What follows belongs to an exercise in optimizing a design on an open flow for small area and a short achievable clock period; a production flow would make more cautious choices.
Only simulation tests tie the RTL to the original design; equivalence was not proved.

<file path="flow/flow/run.sh">
#!/bin/bash
# Standard ORFS layout (the standard.sh, standard synthesis unchanged), with
# extra settings for timing repair, clock tree and port buffers.
set -euo pipefail
bash standard.sh SETUP_SLACK_MARGIN=8.3 "CTS_ARGS=-sink_clustering_enable -repair_clock_nets -sink_clustering_size 25 -sink_clustering_max_diameter 70 -dont_use_dummy_load -distance_between_buffers 300" "BUFFER_PORTS_ARGS=-buffer_cell sky130_fd_sc_hd__buf_1" finish > standard.log 2>&1
</file>
<file path="flow/standard.sh">
#!/bin/bash
# synth_recipe.tcl (not shown) runs the flow's synth.tcl, then flattens the netlist and writes it again
# the make line also repeats each setting of config.mk as NAME=value (left out here)
make -C /OpenROAD-flow-scripts/flow DESIGN_CONFIG=/design/flow/config.mk WORK_HOME=/design/flow/orfs CLKGATE_MAP_FILE= SYNTH_SCRIPT=/design/flow/synth_recipe.tcl "${@:-finish}"
</file>
<file path="flow/config.mk">
export PLATFORM = sky130hd
export DESIGN_NAME = top_diannao_node_vMAX
export DESIGN_NICKNAME = top_diannao_node_vMAX
export VERILOG_FILES = /design/flow/design.v
export SDC_FILE = /design/flow/constraint.sdc
export NUM_CORES = 8
export LEC_CHECK = 0
export ABC_AREA = 1
export CAP_MARGIN = 10
export CORE_MARGIN = 2
export CORE_UTILIZATION = 40
export SETUP_SLACK_MARGIN = 5
export SLEW_MARGIN = 10
export SYNTH_HIERARCHICAL = 1
</file>
<file path="flow/constraint.sdc">
create_clock -name core_clock -period 12.0 [get_ports {clk}]
set_input_delay 2.4000 -clock core_clock [delete_from_list [all_inputs] [get_ports {clk}]]
set_output_delay 2.4000 -clock core_clock [all_outputs]
set_load 0.01 [all_outputs]
</file>
<file path="flow/design.v">
module nfu_fa (input a, input b, input c, output s, output co);
    wire x = a ^ b;
    assign s = x ^ c;
    assign co = (a & b) | (c & x);
endmodule
module nfu_ha (input a, input b, output s, output co);
    assign s = a ^ b;
    assign co = a & b;
endmodule
module top_diannao_node_vMAX (
        clk,
        i_inputs,
        i_synapses,
        i_op,
        i_nbout,
        i_load,
        o_to_edram
    );
    input           clk;
    input  [255:0]  i_inputs;
    input  [255:0]  i_synapses;
    input  [0:0]    i_op;
    input  [15:0]   i_nbout;
    input           i_load;
    output [15:0]   o_to_edram;
    function gt16;
        input [15:0] a, b;
        reg [15:0] g0, l0;
        reg [7:0] g1, l1;
        reg [3:0] g2, l2;
        reg [1:0] g3, l3;
        integer i;
        begin
            g0 = a & ~b;
            l0 = ~a & b;
            for (i = 0; i < 8; i = i + 1) begin
                g1[i] = g0[2*i+1] | (~l0[2*i+1] & g0[2*i]);
                l1[i] = l0[2*i+1] | (~g0[2*i+1] & l0[2*i]);
            end
            for (i = 0; i < 4; i = i + 1) begin
                g2[i] = g1[2*i+1] | (~l1[2*i+1] & g1[2*i]);
                l2[i] = l1[2*i+1] | (~g1[2*i+1] & l1[2*i]);
            end
            for (i = 0; i < 2; i = i + 1) begin
                g3[i] = g2[2*i+1] | (~l2[2*i+1] & g2[2*i]);
                l3[i] = l2[2*i+1] | (~g2[2*i+1] & l2[2*i]);
            end
            gt16 = g3[1] | (~l3[1] & g3[0]);
        end
    endfunction
    function [15:0] max4;
        input [15:0] a, b, c, d;
        reg ab, ac, ad, bc, bd, cd;
        begin
            ab = gt16(a, b);
            ac = gt16(a, c);
            ad = gt16(a, d);
            bc = gt16(b, c);
            bd = gt16(b, d);
            cd = gt16(c, d);
            max4 = ({16{ab & ac & ad}} & a) | ({16{~ab & bc & bd}} & b) |
                   ({16{~ac & ~bc & cd}} & c) | ({16{~ad & ~bd & ~cd}} & d);
        end
    endfunction
    function [15:0] max4t;
        input [15:0] a, b, c, d;
        reg [15:0] m0, m1;
        begin
            m0 = gt16(a, b) ? a : b;
            m1 = gt16(c, d) ? c : d;
            max4t = gt16(m0, m1) ? m0 : m1;
        end
    endfunction
    function [31:0] csa4;
        input [15:0] a, b, c, d;
        reg [15:0] x1, s1, c1, x2;
        begin
            x1 = a ^ b;
            s1 = x1 ^ c;
            c1 = {(a[14:0] & b[14:0]) | (c[14:0] & x1[14:0]), 1'b0};
            x2 = s1 ^ c1;
            csa4 = {(s1[14:0] & c1[14:0]) | (d[14:0] & x2[14:0]), 1'b0, x2 ^ d};
        end
    endfunction
    reg  [239:0] mag_a;
    reg  [239:0] mag_b;
    reg  [15:0]  sgn1;
    reg  [239:0] cs0, cs1;
    reg  [15:0]  csc;
    reg  [15:0]  sgn2;
    reg  [63:0]  gsum0, gmax;
    reg  [59:0]  gsum1;       
    reg  [15:0]  rsum0, rmax;
    reg  [15:1]  rsum1;
    reg  [15:0]  out_reg;     
    reg  [15:0]  out_copy;    
    assign o_to_edram = out_copy;
    wire [239:0] h0_all, h1_all;
    wire [15:0]  ci_all;
    wire [255:0] prod;
    genvar j, k;
    generate
        for (j = 0; j < 16; j = j + 1) begin : lane
            always @(posedge clk) begin
                mag_a[15*j +: 15] <= i_inputs[16*j +: 15];
                mag_b[15*j +: 15] <= i_synapses[16*j +: 15];
                sgn1[j]           <= i_inputs[16*j+15] ^ i_synapses[16*j+15];
            end
            wire [17:0] bq = {2'b00, mag_b[15*j +: 15], 1'b0};
            wire [7:0]  one0, two0, neg0;
            genvar i;
            for (i = 0; i < 8; i = i + 1) begin : dig
                assign one0[i] = bq[2*i+1] ^ bq[2*i];
                assign two0[i] = (bq[2*i+2] & ~bq[2*i+1] & ~bq[2*i]) | (~bq[2*i+2] & bq[2*i+1] & bq[2*i]);
                assign neg0[i] = bq[2*i+2];
            end
            wire [8:0]  ext = -{neg0[4], 1'b0, neg0[3], 1'b0, neg0[2], 1'b0, neg0[1], 1'b0, neg0[0]};
            wire [14:0] h0, h1;
            wire        ci;
            wire pp1;
            wire pp2;
            wire pp3;
            wire pp4;
            wire pp5;
            wire pp6;
            wire pp7;
            wire pp8;
            wire pp9;
            wire pp10;
            wire pp11;
            wire pp12;
            wire pp13;
            wire pp14;
            wire pp15;
            wire pp16;
            wire pp17;
            wire pp18;
            wire pp19;
            wire pp20;
            wire pp21;
            wire pp22;
            wire pp23;
            wire pp24;
            wire pp25;
            wire pp26;
            wire pp27;
            wire pp28;
            wire pp29;
            wire pp30;
            wire pp31;
            wire pp32;
            wire pp33;
            wire pp34;
            wire pp35;
            wire pp36;
            wire pp37;
            wire pp38;
            wire pp39;
            wire pp40;
            wire pp41;
            wire pp42;
            wire pp43;
            wire pp44;
            wire pp45;
            wire pp46;
            wire pp47;
            wire pp48;
            wire pp49;
            wire pp50;
            wire pp51;
            wire pp52;
            wire pp53;
            wire pp54;
            wire pp55;
            wire pp56;
            wire pp57;
            wire pp58;
            wire pp59;
            wire pp60;
            wire pp61;
            wire pp62;
            wire pp63;
            wire pp64;
            wire pp65;
            wire pp66;
            wire pp67;
            wire pp68;
            wire pp69;
            wire pp70;
            wire pp71;
            wire pp72;
            wire pp73;
            wire pp74;
            wire pp75;
            wire pp76;
            wire pp77;
            wire pp78;
            wire pp79;
            wire pp80;
            wire pp81;
            wire pp82;
            wire pp83;
            wire pp84;
            wire pp85;
            wire pp86;
            wire pp87;
            wire pp88;
            wire pp89;
            wire pp90;
            wire pp91;
            wire pp92;
            wire pp93;
            wire pp94;
            wire pp95;
            wire pp96;
            wire pp97;
            wire pp98;
            wire pp99;
            wire pp100;
            wire pp101;
            wire pp102;
            wire pp103;
            wire pp104;
            wire pp105;
            wire pp106;
            wire pp107;
            wire pp108;
            wire pp109;
            wire pp110;
            wire pp111;
            wire pp112;
            wire pp113;
            wire pp114;
            wire pp115;
            wire pp116;
            wire pp117;
            wire pp118;
            wire pp119;
            wire s120;
            wire c121;
            wire s122;
            wire c123;
            wire s124;
            wire c125;
            wire s126;
            wire c127;
            wire s128;
            wire c129;
            wire s130;
            wire c131;
            wire s132;
            wire c133;
            wire s134;
            wire c135;
            wire s136;
            wire c137;
            wire s138;
            wire c139;
            wire s140;
            wire c141;
            wire s142;
            wire c143;
            wire s144;
            wire c145;
            wire s146;
            wire c147;
            wire s148;
            wire c149;
            wire s150;
            wire c151;
            wire s152;
            wire c153;
            wire s154;
            wire c155;
            wire s156;
            wire c157;
            wire s158;
            wire c159;
            wire s160;
            wire c161;
            wire s162;
            wire c163;
            wire s164;
            wire c165;
            wire s166;
            wire c167;
            wire s168;
            wire c169;
            wire s170;
            wire c171;
            wire s172;
            wire c173;
            wire s174;
            wire c175;
            wire s176;
            wire c177;
            wire s178;
            wire c179;
            wire s180;
            wire c181;
            wire s182;
            wire c183;
            wire s184;
            wire c185;
            wire s186;
            wire c187;
            wire s188;
            wire c189;
            wire s190;
            wire c191;
            wire s192;
            wire c193;
            wire s194;
            wire c195;
            wire s196;
            wire c197;
            wire s198;
            wire c199;
            wire s200;
            wire c201;
            wire s202;
            wire c203;
            wire s204;
            wire c205;
            wire s206;
            wire c207;
            wire s208;
            wire c209;
            wire s210;
            wire c211;
            wire s212;
            wire c213;
            wire s214;
            wire c215;
            wire s216;
            wire c217;
            wire s218;
            wire c219;
            wire s220;
            wire c221;
            wire s222;
            wire c223;
            wire s224;
            wire c225;
            wire s226;
            wire c227;
            wire s228;
            wire c229;
            wire s230;
            wire c231;
            wire s232;
            wire c233;
            wire s234;
            wire c235;
            wire s236;
            wire c237;
            wire s238;
            wire c239;
            wire s240;
            wire c241;
            wire s242;
            wire c243;
            wire s244;
            wire c245;
            wire s246;
            wire c247;
            wire s248;
            wire c249;
            wire s250;
            wire c251;
            wire s252;
            wire c253;
            wire s254;
            wire c255;
            wire s256;
            wire c257;
            wire s258;
            wire c259;
            wire s260;
            wire c261;
            wire s262;
            wire c263;
            wire s264;
            wire c265;
            wire s266;
            wire c267;
            wire s268;
            wire c269;
            wire s270;
            wire c271;
            wire s272;
            wire c273;
            wire s274;
            wire c275;
            wire s276;
            wire c277;
            wire s278;
            wire c279;
            wire s280;
            wire c281;
            wire s282;
            wire c283;
            wire s284;
            wire c285;
            wire s286;
            wire c287;
            wire s288;
            wire c289;
            wire s290;
            wire c291;
            wire s292;
            wire c293;
            wire s294;
            wire c295;
            wire s296;
            wire c297;
            wire s298;
            wire c299;
            wire s300;
            wire c301;
            wire s302;
            wire c303;
            wire s304;
            wire c305;
            wire s306;
            wire c307;
            wire s308;
            wire c309;
            wire s310;
            wire c311;
            wire s312;
            wire c313;
            wire s314;
            wire c315;
            wire s316;
            wire c317;
            wire s318;
            wire c319;
            wire s320;
            wire c321;
            wire s322;
            wire c323;
            wire s324;
            wire c325;
            wire s326;
            wire c327;
            wire s328;
            wire c329;
            wire s330;
            wire c331;
            wire s332;
            wire c333;
            wire s334;
            wire c335;
            wire s336;
            wire c337;
            assign pp1 = ((one0[0] & mag_a[15*j+0])) ^ neg0[0];
            assign pp2 = ((one0[0] & mag_a[15*j+1]) | (two0[0] & mag_a[15*j+0])) ^ neg0[0];
            assign pp3 = ((one0[0] & mag_a[15*j+2]) | (two0[0] & mag_a[15*j+1])) ^ neg0[0];
            assign pp4 = ((one0[0] & mag_a[15*j+3]) | (two0[0] & mag_a[15*j+2])) ^ neg0[0];
            assign pp5 = ((one0[0] & mag_a[15*j+4]) | (two0[0] & mag_a[15*j+3])) ^ neg0[0];
            assign pp6 = ((one0[0] & mag_a[15*j+5]) | (two0[0] & mag_a[15*j+4])) ^ neg0[0];
            assign pp7 = ((one0[0] & mag_a[15*j+6]) | (two0[0] & mag_a[15*j+5])) ^ neg0[0];
            assign pp8 = ((one0[0] & mag_a[15*j+7]) | (two0[0] & mag_a[15*j+6])) ^ neg0[0];
            assign pp9 = ((one0[0] & mag_a[15*j+8]) | (two0[0] & mag_a[15*j+7])) ^ neg0[0];
            assign pp10 = ((one0[0] & mag_a[15*j+9]) | (two0[0] & mag_a[15*j+8])) ^ neg0[0];
            assign pp11 = ((one0[0] & mag_a[15*j+10]) | (two0[0] & mag_a[15*j+9])) ^ neg0[0];
            assign pp12 = ((one0[0] & mag_a[15*j+11]) | (two0[0] & mag_a[15*j+10])) ^ neg0[0];
            assign pp13 = ((one0[0] & mag_a[15*j+12]) | (two0[0] & mag_a[15*j+11])) ^ neg0[0];
            assign pp14 = ((one0[0] & mag_a[15*j+13]) | (two0[0] & mag_a[15*j+12])) ^ neg0[0];
            assign pp15 = ((one0[0] & mag_a[15*j+14]) | (two0[0] & mag_a[15*j+13])) ^ neg0[0];
            assign pp16 = ((two0[0] & mag_a[15*j+14])) ^ neg0[0];
            assign pp17 = ((one0[1] & mag_a[15*j+0])) ^ neg0[1];
            assign pp18 = ((one0[1] & mag_a[15*j+1]) | (two0[1] & mag_a[15*j+0])) ^ neg0[1];
            assign pp19 = ((one0[1] & mag_a[15*j+2]) | (two0[1] & mag_a[15*j+1])) ^ neg0[1];
            assign pp20 = ((one0[1] & mag_a[15*j+3]) | (two0[1] & mag_a[15*j+2])) ^ neg0[1];
            assign pp21 = ((one0[1] & mag_a[15*j+4]) | (two0[1] & mag_a[15*j+3])) ^ neg0[1];
            assign pp22 = ((one0[1] & mag_a[15*j+5]) | (two0[1] & mag_a[15*j+4])) ^ neg0[1];
            assign pp23 = ((one0[1] & mag_a[15*j+6]) | (two0[1] & mag_a[15*j+5])) ^ neg0[1];
            assign pp24 = ((one0[1] & mag_a[15*j+7]) | (two0[1] & mag_a[15*j+6])) ^ neg0[1];
            assign pp25 = ((one0[1] & mag_a[15*j+8]) | (two0[1] & mag_a[15*j+7])) ^ neg0[1];
            assign pp26 = ((one0[1] & mag_a[15*j+9]) | (two0[1] & mag_a[15*j+8])) ^ neg0[1];
            assign pp27 = ((one0[1] & mag_a[15*j+10]) | (two0[1] & mag_a[15*j+9])) ^ neg0[1];
            assign pp28 = ((one0[1] & mag_a[15*j+11]) | (two0[1] & mag_a[15*j+10])) ^ neg0[1];
            assign pp29 = ((one0[1] & mag_a[15*j+12]) | (two0[1] & mag_a[15*j+11])) ^ neg0[1];
            assign pp30 = ((one0[1] & mag_a[15*j+13]) | (two0[1] & mag_a[15*j+12])) ^ neg0[1];
            assign pp31 = ((one0[1] & mag_a[15*j+14]) | (two0[1] & mag_a[15*j+13])) ^ neg0[1];
            assign pp32 = ((two0[1] & mag_a[15*j+14])) ^ neg0[1];
            assign pp33 = ((one0[2] & mag_a[15*j+0])) ^ neg0[2];
            assign pp34 = ((one0[2] & mag_a[15*j+1]) | (two0[2] & mag_a[15*j+0])) ^ neg0[2];
            assign pp35 = ((one0[2] & mag_a[15*j+2]) | (two0[2] & mag_a[15*j+1])) ^ neg0[2];
            assign pp36 = ((one0[2] & mag_a[15*j+3]) | (two0[2] & mag_a[15*j+2])) ^ neg0[2];
            assign pp37 = ((one0[2] & mag_a[15*j+4]) | (two0[2] & mag_a[15*j+3])) ^ neg0[2];
            assign pp38 = ((one0[2] & mag_a[15*j+5]) | (two0[2] & mag_a[15*j+4])) ^ neg0[2];
            assign pp39 = ((one0[2] & mag_a[15*j+6]) | (two0[2] & mag_a[15*j+5])) ^ neg0[2];
            assign pp40 = ((one0[2] & mag_a[15*j+7]) | (two0[2] & mag_a[15*j+6])) ^ neg0[2];
            assign pp41 = ((one0[2] & mag_a[15*j+8]) | (two0[2] & mag_a[15*j+7])) ^ neg0[2];
            assign pp42 = ((one0[2] & mag_a[15*j+9]) | (two0[2] & mag_a[15*j+8])) ^ neg0[2];
            assign pp43 = ((one0[2] & mag_a[15*j+10]) | (two0[2] & mag_a[15*j+9])) ^ neg0[2];
            assign pp44 = ((one0[2] & mag_a[15*j+11]) | (two0[2] & mag_a[15*j+10])) ^ neg0[2];
            assign pp45 = ((one0[2] & mag_a[15*j+12]) | (two0[2] & mag_a[15*j+11])) ^ neg0[2];
            assign pp46 = ((one0[2] & mag_a[15*j+13]) | (two0[2] & mag_a[15*j+12])) ^ neg0[2];
            assign pp47 = ((one0[2] & mag_a[15*j+14]) | (two0[2] & mag_a[15*j+13])) ^ neg0[2];
            assign pp48 = ((two0[2] & mag_a[15*j+14])) ^ neg0[2];
            assign pp49 = ((one0[3] & mag_a[15*j+0])) ^ neg0[3];
            assign pp50 = ((one0[3] & mag_a[15*j+1]) | (two0[3] & mag_a[15*j+0])) ^ neg0[3];
            assign pp51 = ((one0[3] & mag_a[15*j+2]) | (two0[3] & mag_a[15*j+1])) ^ neg0[3];
            assign pp52 = ((one0[3] & mag_a[15*j+3]) | (two0[3] & mag_a[15*j+2])) ^ neg0[3];
            assign pp53 = ((one0[3] & mag_a[15*j+4]) | (two0[3] & mag_a[15*j+3])) ^ neg0[3];
            assign pp54 = ((one0[3] & mag_a[15*j+5]) | (two0[3] & mag_a[15*j+4])) ^ neg0[3];
            assign pp55 = ((one0[3] & mag_a[15*j+6]) | (two0[3] & mag_a[15*j+5])) ^ neg0[3];
            assign pp56 = ((one0[3] & mag_a[15*j+7]) | (two0[3] & mag_a[15*j+6])) ^ neg0[3];
            assign pp57 = ((one0[3] & mag_a[15*j+8]) | (two0[3] & mag_a[15*j+7])) ^ neg0[3];
            assign pp58 = ((one0[3] & mag_a[15*j+9]) | (two0[3] & mag_a[15*j+8])) ^ neg0[3];
            assign pp59 = ((one0[3] & mag_a[15*j+10]) | (two0[3] & mag_a[15*j+9])) ^ neg0[3];
            assign pp60 = ((one0[3] & mag_a[15*j+11]) | (two0[3] & mag_a[15*j+10])) ^ neg0[3];
            assign pp61 = ((one0[3] & mag_a[15*j+12]) | (two0[3] & mag_a[15*j+11])) ^ neg0[3];
            assign pp62 = ((one0[3] & mag_a[15*j+13]) | (two0[3] & mag_a[15*j+12])) ^ neg0[3];
            assign pp63 = ((one0[3] & mag_a[15*j+14]) | (two0[3] & mag_a[15*j+13])) ^ neg0[3];
            assign pp64 = ((two0[3] & mag_a[15*j+14])) ^ neg0[3];
            assign pp65 = ((one0[4] & mag_a[15*j+0])) ^ neg0[4];
            assign pp66 = ((one0[4] & mag_a[15*j+1]) | (two0[4] & mag_a[15*j+0])) ^ neg0[4];
            assign pp67 = ((one0[4] & mag_a[15*j+2]) | (two0[4] & mag_a[15*j+1])) ^ neg0[4];
            assign pp68 = ((one0[4] & mag_a[15*j+3]) | (two0[4] & mag_a[15*j+2])) ^ neg0[4];
            assign pp69 = ((one0[4] & mag_a[15*j+4]) | (two0[4] & mag_a[15*j+3])) ^ neg0[4];
            assign pp70 = ((one0[4] & mag_a[15*j+5]) | (two0[4] & mag_a[15*j+4])) ^ neg0[4];
            assign pp71 = ((one0[4] & mag_a[15*j+6]) | (two0[4] & mag_a[15*j+5])) ^ neg0[4];
            assign pp72 = ((one0[4] & mag_a[15*j+7]) | (two0[4] & mag_a[15*j+6])) ^ neg0[4];
            assign pp73 = ((one0[4] & mag_a[15*j+8]) | (two0[4] & mag_a[15*j+7])) ^ neg0[4];
            assign pp74 = ((one0[4] & mag_a[15*j+9]) | (two0[4] & mag_a[15*j+8])) ^ neg0[4];
            assign pp75 = ((one0[4] & mag_a[15*j+10]) | (two0[4] & mag_a[15*j+9])) ^ neg0[4];
            assign pp76 = ((one0[4] & mag_a[15*j+11]) | (two0[4] & mag_a[15*j+10])) ^ neg0[4];
            assign pp77 = ((one0[4] & mag_a[15*j+12]) | (two0[4] & mag_a[15*j+11])) ^ neg0[4];
            assign pp78 = ((one0[4] & mag_a[15*j+13]) | (two0[4] & mag_a[15*j+12])) ^ neg0[4];
            assign pp79 = ((one0[4] & mag_a[15*j+14]) | (two0[4] & mag_a[15*j+13])) ^ neg0[4];
            assign pp80 = ((two0[4] & mag_a[15*j+14])) ^ neg0[4];
            assign pp81 = ((one0[5] & mag_a[15*j+0])) ^ neg0[5];
            assign pp82 = ((one0[5] & mag_a[15*j+1]) | (two0[5] & mag_a[15*j+0])) ^ neg0[5];
            assign pp83 = ((one0[5] & mag_a[15*j+2]) | (two0[5] & mag_a[15*j+1])) ^ neg0[5];
            assign pp84 = ((one0[5] & mag_a[15*j+3]) | (two0[5] & mag_a[15*j+2])) ^ neg0[5];
            assign pp85 = ((one0[5] & mag_a[15*j+4]) | (two0[5] & mag_a[15*j+3])) ^ neg0[5];
            assign pp86 = ((one0[5] & mag_a[15*j+5]) | (two0[5] & mag_a[15*j+4])) ^ neg0[5];
            assign pp87 = ((one0[5] & mag_a[15*j+6]) | (two0[5] & mag_a[15*j+5])) ^ neg0[5];
            assign pp88 = ((one0[5] & mag_a[15*j+7]) | (two0[5] & mag_a[15*j+6])) ^ neg0[5];
            assign pp89 = ((one0[5] & mag_a[15*j+8]) | (two0[5] & mag_a[15*j+7])) ^ neg0[5];
            assign pp90 = ((one0[5] & mag_a[15*j+9]) | (two0[5] & mag_a[15*j+8])) ^ neg0[5];
            assign pp91 = ((one0[5] & mag_a[15*j+10]) | (two0[5] & mag_a[15*j+9])) ^ neg0[5];
            assign pp92 = ((one0[5] & mag_a[15*j+11]) | (two0[5] & mag_a[15*j+10])) ^ neg0[5];
            assign pp93 = ((one0[5] & mag_a[15*j+12]) | (two0[5] & mag_a[15*j+11])) ^ neg0[5];
            assign pp94 = ((one0[5] & mag_a[15*j+13]) | (two0[5] & mag_a[15*j+12])) ^ neg0[5];
            assign pp95 = ((one0[5] & mag_a[15*j+14]) | (two0[5] & mag_a[15*j+13])) ^ neg0[5];
            assign pp96 = ((one0[6] & mag_a[15*j+0])) ^ neg0[6];
            assign pp97 = ((one0[6] & mag_a[15*j+1]) | (two0[6] & mag_a[15*j+0])) ^ neg0[6];
            assign pp98 = ((one0[6] & mag_a[15*j+2]) | (two0[6] & mag_a[15*j+1])) ^ neg0[6];
            assign pp99 = ((one0[6] & mag_a[15*j+3]) | (two0[6] & mag_a[15*j+2])) ^ neg0[6];
            assign pp100 = ((one0[6] & mag_a[15*j+4]) | (two0[6] & mag_a[15*j+3])) ^ neg0[6];
            assign pp101 = ((one0[6] & mag_a[15*j+5]) | (two0[6] & mag_a[15*j+4])) ^ neg0[6];
            assign pp102 = ((one0[6] & mag_a[15*j+6]) | (two0[6] & mag_a[15*j+5])) ^ neg0[6];
            assign pp103 = ((one0[6] & mag_a[15*j+7]) | (two0[6] & mag_a[15*j+6])) ^ neg0[6];
            assign pp104 = ((one0[6] & mag_a[15*j+8]) | (two0[6] & mag_a[15*j+7])) ^ neg0[6];
            assign pp105 = ((one0[6] & mag_a[15*j+9]) | (two0[6] & mag_a[15*j+8])) ^ neg0[6];
            assign pp106 = ((one0[6] & mag_a[15*j+10]) | (two0[6] & mag_a[15*j+9])) ^ neg0[6];
            assign pp107 = ((one0[6] & mag_a[15*j+11]) | (two0[6] & mag_a[15*j+10])) ^ neg0[6];
            assign pp108 = ((one0[6] & mag_a[15*j+12]) | (two0[6] & mag_a[15*j+11])) ^ neg0[6];
            assign pp109 = ((one0[7] & mag_a[15*j+0])) ^ 1'b0;
            assign pp110 = ((one0[7] & mag_a[15*j+1]) | (two0[7] & mag_a[15*j+0])) ^ 1'b0;
            assign pp111 = ((one0[7] & mag_a[15*j+2]) | (two0[7] & mag_a[15*j+1])) ^ 1'b0;
            assign pp112 = ((one0[7] & mag_a[15*j+3]) | (two0[7] & mag_a[15*j+2])) ^ 1'b0;
            assign pp113 = ((one0[7] & mag_a[15*j+4]) | (two0[7] & mag_a[15*j+3])) ^ 1'b0;
            assign pp114 = ((one0[7] & mag_a[15*j+5]) | (two0[7] & mag_a[15*j+4])) ^ 1'b0;
            assign pp115 = ((one0[7] & mag_a[15*j+6]) | (two0[7] & mag_a[15*j+5])) ^ 1'b0;
            assign pp116 = ((one0[7] & mag_a[15*j+7]) | (two0[7] & mag_a[15*j+6])) ^ 1'b0;
            assign pp117 = ((one0[7] & mag_a[15*j+8]) | (two0[7] & mag_a[15*j+7])) ^ 1'b0;
            assign pp118 = ((one0[7] & mag_a[15*j+9]) | (two0[7] & mag_a[15*j+8])) ^ 1'b0;
            assign pp119 = ((one0[7] & mag_a[15*j+10]) | (two0[7] & mag_a[15*j+9])) ^ 1'b0;
            nfu_ha HA121 (.a(sgn1[j]), .b(neg0[4]), .s(s120), .co(c121));
            nfu_ha HA123 (.a(sgn1[j]), .b(pp10), .s(s122), .co(c123));
            nfu_fa FA125 (.a(neg0[5]), .b(pp11), .c(pp25), .s(s124), .co(c125));
            nfu_ha HA127 (.a(pp12), .b(pp26), .s(s126), .co(c127));
            nfu_fa FA129 (.a(neg0[6]), .b(pp13), .c(pp27), .s(s128), .co(c129));
            nfu_ha HA131 (.a(pp41), .b(pp55), .s(s130), .co(c131));
            nfu_fa FA133 (.a(pp14), .b(pp28), .c(pp42), .s(s132), .co(c133));
            nfu_ha HA135 (.a(pp56), .b(pp70), .s(s134), .co(c135));
            nfu_fa FA137 (.a(pp15), .b(pp29), .c(pp43), .s(s136), .co(c137));
            nfu_fa FA139 (.a(pp57), .b(pp71), .c(pp85), .s(s138), .co(c139));
            nfu_fa FA141 (.a(pp16), .b(pp30), .c(pp44), .s(s140), .co(c141));
            nfu_fa FA143 (.a(pp58), .b(pp72), .c(pp86), .s(s142), .co(c143));
            nfu_fa FA145 (.a(ext[0]), .b(pp31), .c(pp45), .s(s144), .co(c145));
            nfu_fa FA147 (.a(pp59), .b(pp73), .c(pp87), .s(s146), .co(c147));
            nfu_fa FA149 (.a(ext[1]), .b(pp32), .c(pp46), .s(s148), .co(c149));
            nfu_fa FA151 (.a(pp60), .b(pp74), .c(pp88), .s(s150), .co(c151));
            nfu_fa FA153 (.a(ext[2]), .b(pp47), .c(pp61), .s(s152), .co(c153));
            nfu_ha HA155 (.a(pp75), .b(pp89), .s(s154), .co(c155));
            nfu_fa FA157 (.a(ext[3]), .b(pp48), .c(pp62), .s(s156), .co(c157));
            nfu_ha HA159 (.a(pp76), .b(pp90), .s(s158), .co(c159));
            nfu_fa FA161 (.a(ext[4]), .b(pp63), .c(pp77), .s(s160), .co(c161));
            nfu_ha HA163 (.a(ext[5]), .b(pp64), .s(s162), .co(c163));
            nfu_ha HA165 (.a(sgn1[j]), .b(neg0[2]), .s(s164), .co(c165));
            nfu_ha HA167 (.a(sgn1[j]), .b(pp6), .s(s166), .co(c167));
            nfu_fa FA169 (.a(sgn1[j]), .b(neg0[3]), .c(pp7), .s(s168), .co(c169));
            nfu_ha HA171 (.a(pp21), .b(pp35), .s(s170), .co(c171));
            nfu_fa FA173 (.a(sgn1[j]), .b(pp8), .c(pp22), .s(s172), .co(c173));
            nfu_ha HA175 (.a(pp36), .b(pp50), .s(s174), .co(c175));
            nfu_fa FA177 (.a(pp9), .b(pp23), .c(pp37), .s(s176), .co(c177));
            nfu_fa FA179 (.a(pp51), .b(pp65), .c(s120), .s(s178), .co(c179));
            nfu_fa FA181 (.a(pp24), .b(pp38), .c(pp52), .s(s180), .co(c181));
            nfu_fa FA183 (.a(pp66), .b(c121), .c(s122), .s(s182), .co(c183));
            nfu_fa FA185 (.a(pp39), .b(pp53), .c(pp67), .s(s184), .co(c185));
            nfu_fa FA187 (.a(pp81), .b(c123), .c(s124), .s(s186), .co(c187));
            nfu_fa FA189 (.a(pp40), .b(pp54), .c(pp68), .s(s188), .co(c189));
            nfu_fa FA191 (.a(pp82), .b(s126), .c(c125), .s(s190), .co(c191));
            nfu_fa FA193 (.a(pp69), .b(pp83), .c(pp96), .s(s192), .co(c193));
            nfu_fa FA195 (.a(c127), .b(s130), .c(s128), .s(s194), .co(c195));
            nfu_fa FA197 (.a(pp84), .b(pp97), .c(c131), .s(s196), .co(c197));
            nfu_fa FA199 (.a(s134), .b(c129), .c(s132), .s(s198), .co(c199));
            nfu_fa FA201 (.a(pp98), .b(pp109), .c(c135), .s(s200), .co(c201));
            nfu_fa FA203 (.a(c133), .b(s136), .c(s138), .s(s202), .co(c203));
            nfu_fa FA205 (.a(pp99), .b(pp110), .c(c137), .s(s204), .co(c205));
            nfu_fa FA207 (.a(c139), .b(s140), .c(s142), .s(s206), .co(c207));
            nfu_fa FA209 (.a(pp100), .b(pp111), .c(c141), .s(s208), .co(c209));
            nfu_fa FA211 (.a(c143), .b(s144), .c(s146), .s(s210), .co(c211));
            nfu_fa FA213 (.a(pp101), .b(pp112), .c(c145), .s(s212), .co(c213));
            nfu_fa FA215 (.a(c147), .b(s148), .c(s150), .s(s214), .co(c215));
            nfu_fa FA217 (.a(pp102), .b(pp113), .c(s154), .s(s216), .co(c217));
            nfu_fa FA219 (.a(c149), .b(c151), .c(s152), .s(s218), .co(c219));
            nfu_fa FA221 (.a(pp103), .b(pp114), .c(c155), .s(s220), .co(c221));
            nfu_fa FA223 (.a(s158), .b(c153), .c(s156), .s(s222), .co(c223));
            nfu_fa FA225 (.a(pp91), .b(pp104), .c(pp115), .s(s224), .co(c225));
            nfu_fa FA227 (.a(c159), .b(c157), .c(s160), .s(s226), .co(c227));
            nfu_fa FA229 (.a(pp78), .b(pp92), .c(pp105), .s(s228), .co(c229));
            nfu_fa FA231 (.a(pp116), .b(s162), .c(c161), .s(s230), .co(c231));
            nfu_fa FA233 (.a(ext[6]), .b(pp79), .c(pp93), .s(s232), .co(c233));
            nfu_fa FA235 (.a(pp106), .b(pp117), .c(c163), .s(s234), .co(c235));
            nfu_fa FA237 (.a(ext[7]), .b(pp80), .c(pp94), .s(s236), .co(c237));
            nfu_ha HA239 (.a(pp107), .b(pp118), .s(s238), .co(c239));
            nfu_fa FA241 (.a(ext[8]), .b(pp95), .c(pp108), .s(s240), .co(c241));
            nfu_ha HA243 (.a(sgn1[j]), .b(neg0[1]), .s(s242), .co(c243));
            nfu_ha HA245 (.a(sgn1[j]), .b(pp4), .s(s244), .co(c245));
            nfu_fa FA247 (.a(pp5), .b(pp19), .c(pp33), .s(s246), .co(c247));
            nfu_fa FA249 (.a(pp20), .b(pp34), .c(c165), .s(s248), .co(c249));
            nfu_fa FA251 (.a(pp49), .b(c167), .c(s170), .s(s250), .co(c251));
            nfu_fa FA253 (.a(c171), .b(s174), .c(c169), .s(s252), .co(c253));
            nfu_fa FA255 (.a(c175), .b(c173), .c(s176), .s(s254), .co(c255));
            nfu_fa FA257 (.a(c177), .b(c179), .c(s180), .s(s256), .co(c257));
            nfu_fa FA259 (.a(c181), .b(s184), .c(c183), .s(s258), .co(c259));
            nfu_fa FA261 (.a(c185), .b(s188), .c(s190), .s(s260), .co(c261));
            nfu_fa FA263 (.a(c189), .b(s192), .c(c191), .s(s262), .co(c263));
            nfu_fa FA265 (.a(c193), .b(s196), .c(c195), .s(s264), .co(c265));
            nfu_fa FA267 (.a(c197), .b(s200), .c(c199), .s(s266), .co(c267));
            nfu_fa FA269 (.a(c201), .b(s204), .c(c203), .s(s268), .co(c269));
            nfu_fa FA271 (.a(c205), .b(s208), .c(c207), .s(s270), .co(c271));
            nfu_fa FA273 (.a(c209), .b(s212), .c(c211), .s(s272), .co(c273));
            nfu_fa FA275 (.a(c213), .b(s216), .c(c215), .s(s274), .co(c275));
            nfu_fa FA277 (.a(c217), .b(s220), .c(c219), .s(s276), .co(c277));
            nfu_fa FA279 (.a(s224), .b(c221), .c(c223), .s(s278), .co(c279));
            nfu_fa FA281 (.a(c225), .b(s228), .c(s230), .s(s280), .co(c281));
            nfu_fa FA283 (.a(c229), .b(s232), .c(s234), .s(s282), .co(c283));
            nfu_fa FA285 (.a(s238), .b(c233), .c(s236), .s(s284), .co(c285));
            nfu_fa FA287 (.a(pp119), .b(c239), .c(c237), .s(s286), .co(c287));
            nfu_ha HA289 (.a(sgn1[j]), .b(neg0[0]), .s(s288), .co(c289));
            nfu_ha HA291 (.a(sgn1[j]), .b(pp2), .s(s290), .co(c291));
            nfu_fa FA293 (.a(pp3), .b(pp17), .c(s242), .s(s292), .co(c293));
            nfu_fa FA295 (.a(pp18), .b(c243), .c(s244), .s(s294), .co(c295));
            nfu_fa FA297 (.a(s164), .b(c245), .c(s246), .s(s296), .co(c297));
            nfu_fa FA299 (.a(s166), .b(c247), .c(s248), .s(s298), .co(c299));
            nfu_fa FA301 (.a(c249), .b(s168), .c(s250), .s(s300), .co(c301));
            nfu_fa FA303 (.a(s172), .b(c251), .c(s252), .s(s302), .co(c303));
            nfu_fa FA305 (.a(s178), .b(c253), .c(s254), .s(s304), .co(c305));
            nfu_fa FA307 (.a(s182), .b(c255), .c(s256), .s(s306), .co(c307));
            nfu_fa FA309 (.a(c257), .b(s186), .c(s258), .s(s308), .co(c309));
            nfu_fa FA311 (.a(c187), .b(c259), .c(s260), .s(s310), .co(c311));
            nfu_fa FA313 (.a(s194), .b(s262), .c(c261), .s(s312), .co(c313));
            nfu_fa FA315 (.a(s198), .b(c263), .c(s264), .s(s314), .co(c315));
            nfu_fa FA317 (.a(s202), .b(c265), .c(s266), .s(s316), .co(c317));
            nfu_fa FA319 (.a(s206), .b(c267), .c(s268), .s(s318), .co(c319));
            nfu_fa FA321 (.a(s210), .b(c269), .c(s270), .s(s320), .co(c321));
            nfu_fa FA323 (.a(s214), .b(c271), .c(s272), .s(s322), .co(c323));
            nfu_fa FA325 (.a(s218), .b(c273), .c(s274), .s(s324), .co(c325));
            nfu_fa FA327 (.a(s222), .b(c275), .c(s276), .s(s326), .co(c327));
            nfu_fa FA329 (.a(s226), .b(c277), .c(s278), .s(s328), .co(c329));
            nfu_fa FA331 (.a(c227), .b(c279), .c(s280), .s(s330), .co(c331));
            nfu_fa FA333 (.a(c231), .b(s282), .c(c281), .s(s332), .co(c333));
            nfu_fa FA335 (.a(c235), .b(s284), .c(c283), .s(s334), .co(c335));
            nfu_fa FA337 (.a(s240), .b(s286), .c(c285), .s(s336), .co(c337));
            wire [9:0] la = {s306, s304, s302, s300, s298, s296, s294, s292, s290, s288};
            wire [9:0] lb = {c305, c303, c301, c299, c297, c295, c293, c291, c289, pp1};
            wire [9:0] lg = la & lb;
            wire [9:0] lp = la | lb;
            wire g10 = lg[1] | (lp[1] & lg[0]);
            wire g32 = lg[3] | (lp[3] & lg[2]), p32 = lp[3] & lp[2];
            wire g54 = lg[5] | (lp[5] & lg[4]), p54 = lp[5] & lp[4];
            wire g76 = lg[7] | (lp[7] & lg[6]), p76 = lp[7] & lp[6];
            wire g98 = lg[9] | (lp[9] & lg[8]), p98 = lp[9] & lp[8];
            wire g30 = g32 | (p32 & g10);
            wire g74 = g76 | (p76 & g54), p74 = p76 & p54;
            wire g70 = g74 | (p74 & g30);
            assign ci = g98 | (p98 & g70);
            assign h0 = {s336, s334, s332, s330, s328, s326, s324, s322, s320, s318, s316, s314, s312, s310, s308};
            assign h1 = {c335, c333, c331, c329, c327, c325, c323, c321, c319, c317, c315, c313, c311, c309, c307};
            assign h0_all[15*j +: 15] = h0;
            assign h1_all[15*j +: 15] = h1;
            assign ci_all[j] = ci;
            wire [15:0] psum = {cs0[15*j +: 15], 1'b1} + {cs1[15*j +: 15], csc[j]};
            assign prod[16*j +: 16] = {sgn2[j], psum[15:1]};
        end
    endgenerate
    wire [63:0] gsum0_d, gsum1_d, gmax_d;
    generate
        for (k = 0; k < 4; k = k + 1) begin : grp
            wire [15:0] p0 = prod[64*k +: 16];
            wire [15:0] p1 = prod[64*k+16 +: 16];
            wire [15:0] p2 = prod[64*k+32 +: 16];
            wire [15:0] p3 = prod[64*k+48 +: 16];
            assign {gsum1_d[16*k +: 16], gsum0_d[16*k +: 16]} = csa4(p0, p1, p2, p3);
            assign gmax_d[16*k +: 16] = max4(p0, p1, p2, p3);
        end
    endgenerate
    wire [15:0] gs0 = gsum0[15:0]  + {gsum1[14:0],  1'b0};
    wire [15:0] gs1 = gsum0[31:16] + {gsum1[29:15], 1'b0};
    wire [15:0] gs2 = gsum0[47:32] + {gsum1[44:30], 1'b0};
    wire [15:0] gs3 = gsum0[63:48] + {gsum1[59:45], 1'b0};
    wire [31:0] ss = csa4(gs0, gs1, gs2, gs3);
    wire [15:0] sm = max4(gs0, gs1, gs2, gs3);
    wire [31:0] ms = csa4(gmax[15:0], gmax[31:16], gmax[47:32], gmax[63:48]);
    wire [15:0] mm = max4t(gmax[15:0], gmax[31:16], gmax[47:32], gmax[63:48]);
    wire [15:0] rs1 = {rsum1, 1'b0};
    wire [15:0] fx  = rsum0 ^ rs1;
    wire [15:0] fs  = fx ^ out_reg;
    wire [15:0] fc  = {(rsum0[14:0] & rs1[14:0]) | (out_reg[14:0] & fx[14:0]), 1'b0};
    wire [15:0] fin_sum = fs + fc;
    wire        take = gt16(rmax, out_reg);
    wire [15:0] fin_max = take ? rmax : out_reg;
    wire [15:0] fin     = i_op[0] ? fin_max : fin_sum;
    wire [15:0] fin_max_c = ({16{take}} & rmax) | ({16{~take}} & out_reg);
    wire [15:0] fin_c     = i_op[0] ? fin_max_c : fin_sum;
    always @(posedge clk) begin
        cs0     <= h0_all;
        cs1     <= h1_all;
        csc     <= ci_all;
        sgn2    <= sgn1;
        gsum0   <= gsum0_d;
        gsum1   <= {gsum1_d[63:49], gsum1_d[47:33], gsum1_d[31:17], gsum1_d[15:1]};
        gmax    <= gmax_d;
        rsum0   <= i_op[0] ? ms[15:0]  : ss[15:0];
        rsum1   <= i_op[0] ? ms[31:17] : ss[31:17];
        rmax    <= i_op[0] ? mm : sm;
        out_reg <= i_load ? fin : i_nbout;
        out_copy <= i_load ? fin_c : i_nbout;
    end
endmodule
</file>
==> key figures, run 1 <==
Min path
  – Hold Path End: sgn2[12]
  – Worst hold path class: reg -> reg
  – WHS Path Cells: 0
  – Hold Crit Start: sgn1[12]

Layout
  – Final Net Count: just under 20000
  – Synthesis-to-finish area growth: 9.80%
  – Layout Cells excl Fill: approximately 21000
  – Ratio of cells with drive above 1 in the final layout: 6.02%

Global routing
  – Gr usage total: 22.9%
  – Global Route met1 Usage: 31.6%
  – Vias in the first global route: 110000
  – Global-route wire length before repair: 624000 µm
  – Grt met2 use: 36.7%
  – Largest net degree at the start of global routing: 63
  – Congestion Overflow GR: 0
  – Initial antenna violation count: 15
  – GR Layer Usage met3: 3.19%
  – Gr busiest metal: met2

Yosys
  – Ys async rst share: 0%
  – Mapped Area: about 0.13 mm²
  – Synthesis-stage register bit count: 1275
  – Syn Area/Cell: 8.28 µm²
  – Syn Inst Count: 16200
  – Post-synth EDFFs: 16
  – YS warnings: 7
  – Syn_nets: 19100
  – Sequential fraction of the synthesis area: 19.2%
  – Netlist cell types: 64
  – Ys flop type: dfxtp_1

Place
  – DP Cell Count: 20500
  – Gp weighted congestion: between 0.9 and 1
  – Post-DP HPWL: 308000 µm
  – Port Buffer Count: approximately 550

Routing
  – Via count: about 110k
  – Drt drc: 0
  – Overall routed net length: roughly 400000 µm
  – Initial DRC count: 9029
  – DRT Pass-1 Iters: 9
  – Antenna-violating nets left: 0
  – Vias per Instance: 5.41
  – Wire length per cell: between 15 and 20 µm

STA
  – Setup violations, final: 0
  – Worst Tran Pin Value: 1.03 ns
  – RSZ-0062 raised after global routing: yes
  – Fin. Hold Viols: 0
  – Final Max Tran Viols: 0
  – Rel. slew slack: 31.6%
  – Achievable frequency: 267 MHz
  – Setup TNS: 0 ns
  – Clock Skews: 0.0952 ns
  – Fin crit period: approximately 3.7 ns
  – Fin crit share: a little under a third

Clock tree
  – Clock sinks: 1275
  – CTS H-tree lvls: 4
  – CTS tree: done
  – # hold bufs at CTS: 0
  – Clk slew on worst S/H paths: 0.07 ns
  – Root buf cell: clkbuf_16
  – Skew-Pair Late Insertion Delay: 0.88 ns
  – Max clock buf depth: 4
  – Num CTS Buffers: roughly 140

Status
  – Run status: finished clean

Floorplan
  – Die width: 582 µm
  – Die Area: 0.339 mm²
  – CORE AREA: 0.333 mm²
  – I/O Pins: 547
  – Std-Cell Rows: ~210
  – Initial Util: 40.1%
  – Die height: 582 µm

Worst setup path
  – CP Max Fanout: 1
  – CP Class: reg -> out
  – Crit-path max cell delay: 0.37 ns
  – Crit path buf inv count: 1
  – Cell chain of the critical path: buf_6
  – Crit path capture type: output port
  – Critical Path AT: 1.34 ns
  – WP data required: around 9.6 ns
  – CP delay by family, top: flip-flops
  – R2R cell count: 20
  – CP Launch Type: register
  – R2R Path End: rmax[1]
  – Reg-to-reg startpoint: gsum1[53]
  – Reg2reg setup slack: 8.39 ns
  – Crit-path slowest cell: dfxtp_4

Job
  – MaxCap Viol Count: 0
==> layer usage <==
metal | vias up | wire length (µm)
met4 | 14 | 14900
met3 | 623 | 25500
met5 | - | 92
met1 | 54400 | 176000
li1 | 53600 | -
met2 | 3806 | 182000
==> cells in the final DEF (no fill, tap or decap), drive strengths merged, types with 8 or more instances in the layout <==
| master | n |
|---|---|
| o21bai | 67 |
| clkbuf | 143 |
| clkinv | 67 |
| o31a | 10 |
| dfxtp | 1259 |
| or2 | 14 |
| clkinvlp | 20 |
| o211ai | 29 |
| a31oi | 17 |
| nor2 | 1026 |
| a21boi | 35 |
| xnor2 | 89 |
| a22oi | 18 |
| ha | 810 |
| nand3b | 65 |
| a21oi | 558 |
| o21a | 30 |
| xor2 | 1792 |
| nand4 | 180 |
| nor3 | 67 |
| inv | 1662 |
| buf | 809 |
| o311ai | 11 |
| edfxtp | 16 |
| nand2 | 2968 |
| a21o | 23 |
| o22ai | 1734 |
| fa | 1647 |
| o21ai | 400 |
| o31ai | 8 |
| nand3 | 779 |
==> through the flow <==
stage	hold WS (ns)	cell area [µm²]	worst slack, ns	utilization [%]
final	0.586	147000	8.26	44.1
after global routing	0.614	147000	8.20	44.1
after CTS	0.593	144000	8.18	43.3
after detailed placement	0.570	139000	7.18	41.8
after global placement	0.573	139000	7.22	41.8
after floorplan	0.503	134000	8.35	-
==> worst max path at each step <==
| stage | slack, ns | from | cells after the start | to |
|---|---|---|---|---|
| finish | 8.26 | out_copy[1] | 1 | o_to_edram[1] |
| global route | 8.20 | out_copy[7] | 1 | o_to_edram[7] |
| CTS | 8.18 | out_copy[1] | 1 | o_to_edram[1] |
| detailed placement | 7.18 | i_op[0] | 4 | out_reg[3] |
| global placement | 7.22 | i_op[0] | 4 | out_reg[1] |
| floorplan | 8.35 | mag_b[82] | 10 | cs0[81] |
==> Yosys stat by module (local to each module, per instance) <==
module,times used,flops+latches,cells inside
nfu_fa,1472,0,1
top_diannao_node_vMAX,1,1275,14400
nfu_ha,272,0,1
==> cell type report <==
| type | count | area [µm²] |
|---|---|---|
| multi-input combinational | 12400 | 101000 |
| inverter | 1746 | 6630 |
| tap | 4387 | 5490 |
| antenna | 5 | 12.5 |
| timing repair buffer | 813 | 4660 |
| fill | 33200 | 186000 |
| timing repair inverter | 3 | 17.5 |
| sequential | 1275 | 25800 |
| clock buffer | 139 | 3480 |
==> timing repair <==
item | in CTS | in global routing
hold endpoints to repair | 0 | 0
gates resized for setup | 286 | 437
gates cloned | 2 | 8
endpoints found under the setup margin | 580 | 454
pin swaps | 9 | 57
buffers inserted | 33 | 99
==> Yosys cell counts, types with 18 or more instances <==
cell type / count / area share, %
nor2_1: 1007 / 2.8
xor2_1: 1783 / 12
clkinv_1: 67 / 0.19
o21ai_0: 378 / 1.4
a21oi_1: 548 / 2.1
dfxtp_1: 1259 / 19
o21bai_1: 67 / 0.38
buf_2: 35 / 0.13
nand2_1: 2932 / 8.2
xnor2_1: 89 / 0.58
nand4_1: 180 / 0.84
a21o_1: 23 / 0.13
o22ai_1: 1734 / 8.1
o21a_1: 30 / 0.17
a21boi_0: 30 / 0.17
buf_1: 76 / 0.21
o21ai_1: 18 / 0.067
ha_1: 810 / 7.6
nor3_1: 67 / 0.25
a22oi_1: 18 / 0.10
fa_1: 1647 / 25
o211ai_1: 29 / 0.16
inv_1: 1669 / 4.7
nand2_2: 32 / 0.15
clkbuf_1: 601 / 1.7
nand3b_1: 63 / 0.35
nand3_1: 775 / 2.9
==> logic make-up after synthesis <==
logic type	count (synthesis)	synth area share (%)
AO/OA/AOI/OAI	2952	13.2
AND/OR/NAND/NOR	5102	15.8
XOR/XNOR	1881	12.4
buffers and inverters	2481	7.08
flip-flops	1275	19.2
adder cells (fa/ha/maj)	2458	32.2
multiplexers	7	0.0524
==> inputs of run 2 (changes only) <==
==> flow/flow/run.sh (replaced) <==
#!/bin/bash
# Standard ORFS layout (the standard.sh, standard synthesis unchanged), with
# extra settings for timing repair, clock tree and port buffers.
set -euo pipefail
bash standard.sh SETUP_SLACK_MARGIN=8.3 "CTS_ARGS=-sink_clustering_enable -repair_clock_nets -sink_clustering_size 30 -sink_clustering_max_diameter 80 -dont_use_dummy_load -distance_between_buffers 300" "BUFFER_PORTS_ARGS=-buffer_cell sky130_fd_sc_hd__buf_1" finish > standard.log 2>&1
==> run 2 against run 1 <==
Die area is the same. Final cell count shrank 0.13%. Core utilization fell by 0.29 points. Non-clock buffer count rose by 10. Worst hold slack worse by 0.0042 ns. Sequential cell count stayed put. Cell area fell by 0.65%. Via count is 0.18% lower. Clock skew rose by 0.021 ns. Synthesized cell count unchanged.
==> key figures, run 2 <==
Status
  – Run status: finished clean (unchanged)

Worst setup path
  – CP Depth: 1 (unchanged)
  – CP Max Fanout: 1 (unchanged)
  – Critical Path AT: 1.27 ns (was 1.34 ns)
  – Crit path capture type: output port (unchanged)
  – R2R cell count: 10 (was 20)
  – Reg2reg setup slack: 8.42 ns (was 8.39 ns)
  – CP Launch Type: register (unchanged)
  – Crit path buf inv count: 1 (unchanged)
  – Cell chain of the critical path: buf_6 (unchanged)
  – WP data required: 9.60 ns (about the same)
  – CP Class: reg -> out (unchanged)
  – Reg-to-reg startpoint: mag_b[215] (was gsum1[53])
  – R2R Path End: cs0[216] (was rmax[1])
  – Crit-path max cell delay: 0.37 ns (about the same)
  – CP delay by family, top: flip-flops (unchanged)
  – Crit-path slowest cell: dfxtp_4 (unchanged)

Global routing
  – Congestion Overflow GR: 0 (unchanged)
  – Initial antenna violation count: 16 (was 15)
  – Global-route wire length before repair: 622000 µm (was 624000 µm)
  – Gr usage total: 22.8% (was 22.9%)
  – Largest net degree at the start of global routing: 63 (unchanged)
  – Vias in the first global route: 109000 (was 110000)

Routing
  – Vias per Instance: 5.41 (about the same)
  – Antenna-violating nets left: 0 (unchanged)
  – Via count: 112000 (about the same)
  – Drt drc: 0 (unchanged)
  – Overall routed net length: 396000 µm (was 398000 µm)
  – DRT Pass-1 Iters: 8 (was 9)
  – Initial DRC count: 9320 (was 9029)
  – Wire length per cell: 19.1 µm (about the same)

Job
  – MaxCap Viol Count: 0 (unchanged)

Layout
  – Ratio of cells with drive above 1 in the final layout: 5.73% (was 6.02%)
  – Most common cell after layout, fill and taps aside: nand2_1 (unchanged)
  – Synthesis-to-finish area growth: 9.09% (was 9.80%)
  – Commonest non-fill, non-tap cells in the layout: nand2_1 (2832), xor2_1 (1738), o22ai_1 (1734) (was nand2_1 (2822), o22ai_1 (1734), xor2_1 (1731))
  – Final Net Count: 19400 (about the same)

Clock tree
  – Skew-Pair Late Insertion Delay: 0.84 ns (was 0.88 ns)
  – Max clock buf depth: 3 (was 4)
  – Root buf cell: clkbuf_16 (unchanged)
  – Clk slew on worst S/H paths: 0.08 ns (was 0.07 ns)
  – CTS H-tree lvls: 3 (was 4)
  – CTS tree: done (unchanged)
  – Num CTS Buffers: 108 (was 139)
  – Clock sinks: 1275 (unchanged)
  – # hold bufs at CTS: 0 (unchanged)

Floorplan
  – Die height: 582 µm (unchanged)
  – I/O Pins: 547 (unchanged)
  – Die width: 582 µm (unchanged)
  – Std-Cell Rows: 212 (unchanged)
  – Initial Util: 40.1% (unchanged)
  – CORE AREA: 0.333 mm² (unchanged)
  – Die Area: 0.339 mm² (unchanged)

Yosys
  – Syn Area/Cell: 8.28 µm² (unchanged)
  – Ys async rst share: 0% (unchanged)
  – Post-synth EDFFs: 16 (unchanged)
  – Synth top cells by count: nand2_1 (2932), xor2_1 (1783), o22ai_1 (1734) (unchanged)
  – Syn_nets: 19100 (unchanged)
  – Ys flop type: dfxtp_1 (unchanged)
  – Mapped Area: 0.134 mm² (unchanged)
  – YS warnings: 7 (unchanged)
  – Syn Inst Count: 16200 (unchanged)
  – Top cell type's share of synthesized area: 24.7% (unchanged)
  – Area contributors post-synth: fa_1 (25%), dfxtp_1 (19%), xor2_1 (12%) (unchanged)
  – Synthesis-stage register bit count: 1275 (unchanged)
  – Sequential fraction of the synthesis area: 19.2% (unchanged)
  – Leading area contributor after synthesis: fa_1 (unchanged)
  – Count leader, synth: nand2_1 (unchanged)
  – Netlist cell types: 64 (unchanged)

Min path
  – Worst hold path class: reg -> reg (unchanged)
  – Hold Crit Start: sgn2[14] (was sgn1[12])
  – WHS Path Cells: 2 (was 0)
  – Hold Path End: gmax[63] (was sgn2[12])

STA
  – Setup TNS: 0 ns (unchanged)
  – Setup ws final: 8.33 ns (was 8.26 ns)
  – Fin crit share: 30.6% (was 31.2%)
  – Fin. Hold Viols: 0 (unchanged)
  – Fin crit period: 3.67 ns (was 3.74 ns)
  – Final Max Tran Viols: 0 (unchanged)
  – Rel. slew slack: 38.9% (was 31.6%)
  – Clock Skews: 0.116 ns (was 0.0952 ns)
  – Achievable frequency: 273 MHz (was 267 MHz)
  – Setup violations, final: 0 (unchanged)
  – RSZ-0062 raised after global routing: yes (unchanged)
  – Worst Tran Pin Value: 0.913 ns (was 1.03 ns)

Place
  – Post-DP HPWL: 308000 µm (unchanged)
  – Gp weighted congestion: 0.963 (unchanged)
  – Pre-CTS setup slack: 7.18 ns (unchanged)
  – Port Buffer Count: 546 (unchanged)
-- run 2: logic make-up after synthesis --
kind of cell / count (synthesis) / synth area share [%]
fa+ha+maj: 2458 / 32.2
xor+xnor: 1881 / 12.4
mux: 7 / 0.0524
buf+inv: 2481 / 7.08
flops: 1275 / 19.2
compound gates: 2952 / 13.2
simple gates: 5102 / 15.8
-- run 2: final cells by class --
class	instances	area [µm²]
inverters	1746	6630
multi-input cells	12400	100000
repair inverters	2	12.5
repair buffers	823	4730
clock buffers	108	2700
flip-flops and latches	1275	25800
diodes	2	5.00
well taps	4387	5490
fillers	33300	187000
-- run 2: what timing repair did --
| action | in CTS | in global routing |
|---|---|---|
| gates cloned | 4 | 4 |
| pin swaps | 11 | 57 |
| setup endpoints to repair | 579 | 440 |
| gates resized for setup | 292 | 396 |
| buffers inserted | 27 | 115 |
-- run 2: tightest hold or removal path, delay by kind of cell (launching register included) --
kind	cells	cell delay (ns)
flops	1	0.38
simple gates	2	0.19
-- run 2: worst max path at each step --
stage                      startpoint            end  slack [ns]
after floorplan             mag_b[82]        cs0[81]        8.35
after global routing         cs0[136]       gmax[47]        8.25
after CTS                  mag_b[183]        csc[12]        8.19
final                     out_copy[1]  o_to_edram[1]        8.33
after detailed placement      i_op[0]     out_reg[3]        7.18
after global placement        i_op[0]     out_reg[1]        7.22
-- run 2: modules after synthesis (local to each module, per instance) --
| module | cell area (µm²) | flops+latches | cells |
|---|---|---|---|
| nfu_fa | 20.0 | 0 | 1 |
| nfu_ha | 12.5 | 0 | 1 |
| top_diannao_node_vMAX | 101000 | 1275 | 14400 |
-- run 2: through the flow --
| step | hold WS, ns | std cells | area [µm²] | utilization (%) |
|---|---|---|---|---|
| finish | 0.582 | 20700 | 146000 | 43.8 |
| global route | 0.616 | 20700 | 146000 | 43.8 |
| CTS | 0.589 | 20600 | 143000 | 43.1 |
| detailed placement | 0.570 | 20500 | 139000 | 41.8 |
| global placement | 0.573 | 20500 | 139000 | 41.8 |
| floorplan | 0.503 | 16200 | 134000 | - |
-- run 2: routing by layer --
metal	wire length, µm	share of wire [%]	track usage, %	up-vias
li1	-	-	-	53500
met1	176000	44	31.8	54400
met2	182000	46	36.7	3799
met3	24800	6.3	2.91	512
met4	13300	3.4	7.02	16
met5	105	0.027	0	-
==> inputs of run 3 (changes only) <==
--- a/flow/config.mk
+++ b/flow/config.mk
@@ -9,6 +9,7 @@
 export CAP_MARGIN = 10
 export CORE_MARGIN = 2
 export CORE_UTILIZATION = 40
+export PLACE_DENSITY = 0.75
 export SETUP_SLACK_MARGIN = 5
 export SLEW_MARGIN = 10
 export SYNTH_HIERARCHICAL = 1
==> run 3 against run 2 <==
Still clean on timing, DRC and antenna. Wire length is 1.7% lower. Worst setup slack better by 0.030 ns. Critical path depth stayed put. Maximum frequency is 0.81% higher. Core utilization hardly changed.
==> key figures, run 3 <==
Yosys
  – Synth Area in XOR/XNOR: 12.4% (unchanged)
  – Syn_nets: 19100 (unchanged)
  – Leading area contributor after synthesis: fa_1 (unchanged)
  – Ys async rst share: 0% (unchanged)
  – Mapped Area: 0.134 mm² (unchanged)
  – Ys flop type: dfxtp_1 (unchanged)
  – Simple logic cell fraction of the synthesized area: 15.8% (unchanged)
  – Post-synthesis compound-gate area fraction: 13.2% (unchanged)
  – Syn Inst Count: 16200 (unchanged)
  – Syn Area/Cell: 8.28 µm² (unchanged)
  – Synthesis-stage register bit count: 1275 (unchanged)
  – Area contributors post-synth: fa_1 (25%), dfxtp_1 (19%), xor2_1 (12%) (unchanged)
  – Top cell type's share of synthesized area: 24.7% (unchanged)
  – Post-synthesis mux area share: 0.0524% (unchanged)
  – Synth top cells by count: nand2_1 (2932), xor2_1 (1783), o22ai_1 (1734) (unchanged)
  – YS warnings: 7 (unchanged)
  – Post-synth EDFFs: 16 (unchanged)
  – Synth Area in Adders: 32.2% (unchanged)
  – Count leader, synth: nand2_1 (unchanged)
  – Sequential fraction of the synthesis area: 19.2% (unchanged)
  – Netlist cell types: 64 (unchanged)
  – Main combinational cell family by area after synthesis: adder cells (unchanged)

STA
  – Hold WS: 0.586 ns (was 0.582 ns)
  – Setup TNS: 0 ns (unchanged)
  – Fin. Hold Viols: 0 (unchanged)
  – RSZ-0062 raised after global routing: yes (unchanged)
  – Fin crit share: 30.3% (was 30.6%)
  – Worst Tran Pin Value: 0.917 ns (was 0.913 ns)
  – Fin crit period: 3.64 ns (was 3.67 ns)
  – Setup violations, final: 0 (unchanged)
  – Final Max Tran Viols: 0 (unchanged)
  – Rel. slew slack: 38.6% (was 38.9%)
  – Clock Skews: 0.123 ns (was 0.116 ns)
  – Achievable frequency: 275 MHz (was 273 MHz)

Clock tree
  – Clock sinks: 1275 (unchanged)
  – CTS tree: done (unchanged)
  – # hold bufs at CTS: 0 (unchanged)
  – Root buf cell: clkbuf_16 (unchanged)
  – Skew-Pair Late Insertion Delay: 0.81 ns (was 0.84 ns)
  – Num CTS Buffers: 106 (was 108)
  – Max clock buf depth: 3 (unchanged)
  – Clk slew on worst S/H paths: 0.08 ns (about the same)
  – CTS H-tree lvls: 3 (unchanged)

Routing
  – Overall routed net length: 390000 µm (was 396000 µm)
  – Via count: 115000 (was 112000)
  – Vias per Instance: 5.56 (was 5.41)
  – DRT Pass-1 Iters: 7 (was 8)
  – Wire length per cell: 18.8 µm (was 19.1 µm)
  – Antenna-violating nets left: 0 (unchanged)
  – Initial DRC count: 11400 (was 9320)
  – Drt drc: 0 (unchanged)

Worst setup path
  – R2R Path End: cs0[5] (was cs0[216])
  – CP Launch Type: register (unchanged)
  – Reg2reg setup slack: 8.42 ns (about the same)
  – CP Max Fanout: 1 (unchanged)
  – CP delay by family, top: flip-flops (unchanged)
  – Critical Path AT: 1.24 ns (was 1.27 ns)
  – CP Class: reg -> out (unchanged)
  – Cell chain of the critical path: buf_6 (unchanged)
  – Crit path capture type: output port (unchanged)
  – Crit-path max cell delay: 0.37 ns (about the same)
  – Reg-to-reg startpoint: mag_b[5] (was mag_b[215])
  – WP data required: 9.60 ns (about the same)
  – Crit-path slowest cell: dfxtp_2 (was dfxtp_4)
  – Crit path buf inv count: 1 (unchanged)
  – R2R cell count: 10 (unchanged)

Floorplan
  – Std-Cell Rows: 212 (unchanged)
  – Die Area: 0.339 mm² (unchanged)
  – Initial Util: 40.1% (unchanged)
  – Die height: 582 µm (unchanged)
  – I/O Pins: 547 (unchanged)
  – CORE AREA: 0.333 mm² (unchanged)
  – Die width: 582 µm (unchanged)

Global routing
  – Initial antenna violation count: 21 (was 16)
  – Global-route wire length before repair: 611000 µm (was 622000 µm)
  – Congestion Overflow GR: 0 (unchanged)
  – Gr usage total: 22.2% (was 22.8%)
  – Vias in the first global route: 111000 (was 109000)
  – Largest net degree at the start of global routing: 63 (unchanged)

Layout
  – Commonest non-fill, non-tap cells in the layout: nand2_1 (2836), xor2_1 (1742), o22ai_1 (1734) (was nand2_1 (2832), xor2_1 (1738), o22ai_1 (1734))
  – Final Net Count: 19300 (was 19400)
  – Ratio of cells with drive above 1 in the final layout: 5.61% (was 5.73%)
  – Most common cell after layout, fill and taps aside: nand2_1 (unchanged)
  – Synthesis-to-finish area growth: 8.97% (was 9.09%)

Job
  – MaxCap Viol Count: 0 (unchanged)

Min path
  – WHS Path Cells: 0 (was 2)
  – Hold Path End: sgn2[8] (was gmax[63])
  – Worst hold path class: reg -> reg (unchanged)
  – Hold Crit Start: sgn1[8] (was sgn2[14])

Place
  – Gp weighted congestion: 0.983 (was 0.963)
  – Port Buffer Count: 546 (unchanged)
  – Post-DP HPWL: 302000 µm (was 308000 µm)

Status
  – Run status: finished clean (unchanged)
==> run 3: cell families (layout without fill, tap and decap cells) <==
family,after synthesis,after routing
AND/OR/NAND/NOR,5102,5106
AO/OA/AOI/OAI,2952,2952
buffers and inverters,2481,2665
adder cells (fa/ha/maj),2458,2458
XOR/XNOR,1881,1881
flip-flops,1275,1275
multiplexers,7,7
other,0,5
==> run 3: routing by layer <==
layer  routed length [µm]  vias up  GRT usage, %  share of wire, %
met3                33900      771          3.79               8.7
met4                15300       22          7.64               3.9
met1               164000    55600          30.5                42
met2               177000     5298          35.3                45
li1                     -    53500             -                 -
met5                  133        -             0             0.034
==> run 3: final cells by class <==
| cell class | count | area [µm²] |
|---|---|---|
| tap | 4387 | 5490 |
| clock buffer | 106 | 2650 |
| fill | 32400 | 187000 |
| timing repair buffer | 813 | 4630 |
| sequential | 1275 | 25900 |
| antenna | 5 | 12.5 |
| inverter | 1746 | 6590 |
| multi-input combinational | 12400 | 100000 |
==> run 3: stage by stage <==
stage	cell area, µm²	setup WS, ns	std cells	util [%]
after CTS	143000	8.27	20600	43.0
after detailed placement	139000	7.24	20500	41.8
final	146000	8.36	20700	43.7
after global placement	139000	7.30	20500	41.8
after global routing	146000	8.26	20700	43.7
after floorplan	134000	8.35	16200	-
==> run 3: worst max-delay path by stage <==
| stage | from | to | slack [ns] | cells after the start |
|---|---|---|---|---|
| floorplan | mag_b[82] | cs0[81] | 8.35 | 10 |
| global placement | i_op[0] | out_reg[2] | 7.30 | 4 |
| detailed placement | i_op[0] | out_reg[3] | 7.24 | 4 |
| CTS | out_copy[2] | o_to_edram[2] | 8.27 | 1 |
| global route | gsum0[17] | rmax[15] | 8.26 | 24 |
| finish | out_copy[5] | o_to_edram[5] | 8.36 | 1 |
==> run 3: what timing repair did <==
item	4_1_cts	5_1_grt
gates cloned	2	3
setup buffers	32	127
gates resized for setup	307	384
setup endpoints to repair	593	431
pin swaps	14	45
==> run 3: per-module statistics from Yosys, one instance, submodules excluded <==
| module | flops+latches | cells inside | copies in the design |
|---|---|---|---|
| nfu_ha | 0 | 1 | 272 |
| top_diannao_node_vMAX | 1275 | 14400 | 1 |
| nfu_fa | 0 | 1 | 1472 |

## re-timing with driven ports
The results above use ideal ports. As a check the final layouts listed here were re-extracted and re-timed, cells and wires unchanged.
Step 1 assumes that a clkbuf_16 drives the clock port and a buf_2 every other input.
Step 2, shift: input delay + t, output delay - t, t = (earliest + latest rising clock arrival at the registers) / 2. This alone moves slack from input paths to output paths.
a / b / c = no drivers / after step 1 / after step 2; a / b = the first two.
run | t, ns | slack for setup (ns) | worst setup path at the end | worst register clock-pin slew, ns | worst slew at a driven data input, ns
run 1 | 0.949 | 8.256 / 8.145 / 7.762 | input to register | 0.09 / 0.09 | 0.12
run 2 | 0.890 | 8.333 / 8.227 / 7.701 | input to register | 0.11 / 0.11 | 0.11
run 3 | 0.864 | 8.363 / 8.250 / 7.683 | input to register | 0.11 / 0.11 | 0.16
After both steps every run listed still meets setup and hold. For run 3, which loses most, drivers alone change the setup slack by -0.113 ns; drivers and shift together by -0.680 ns.
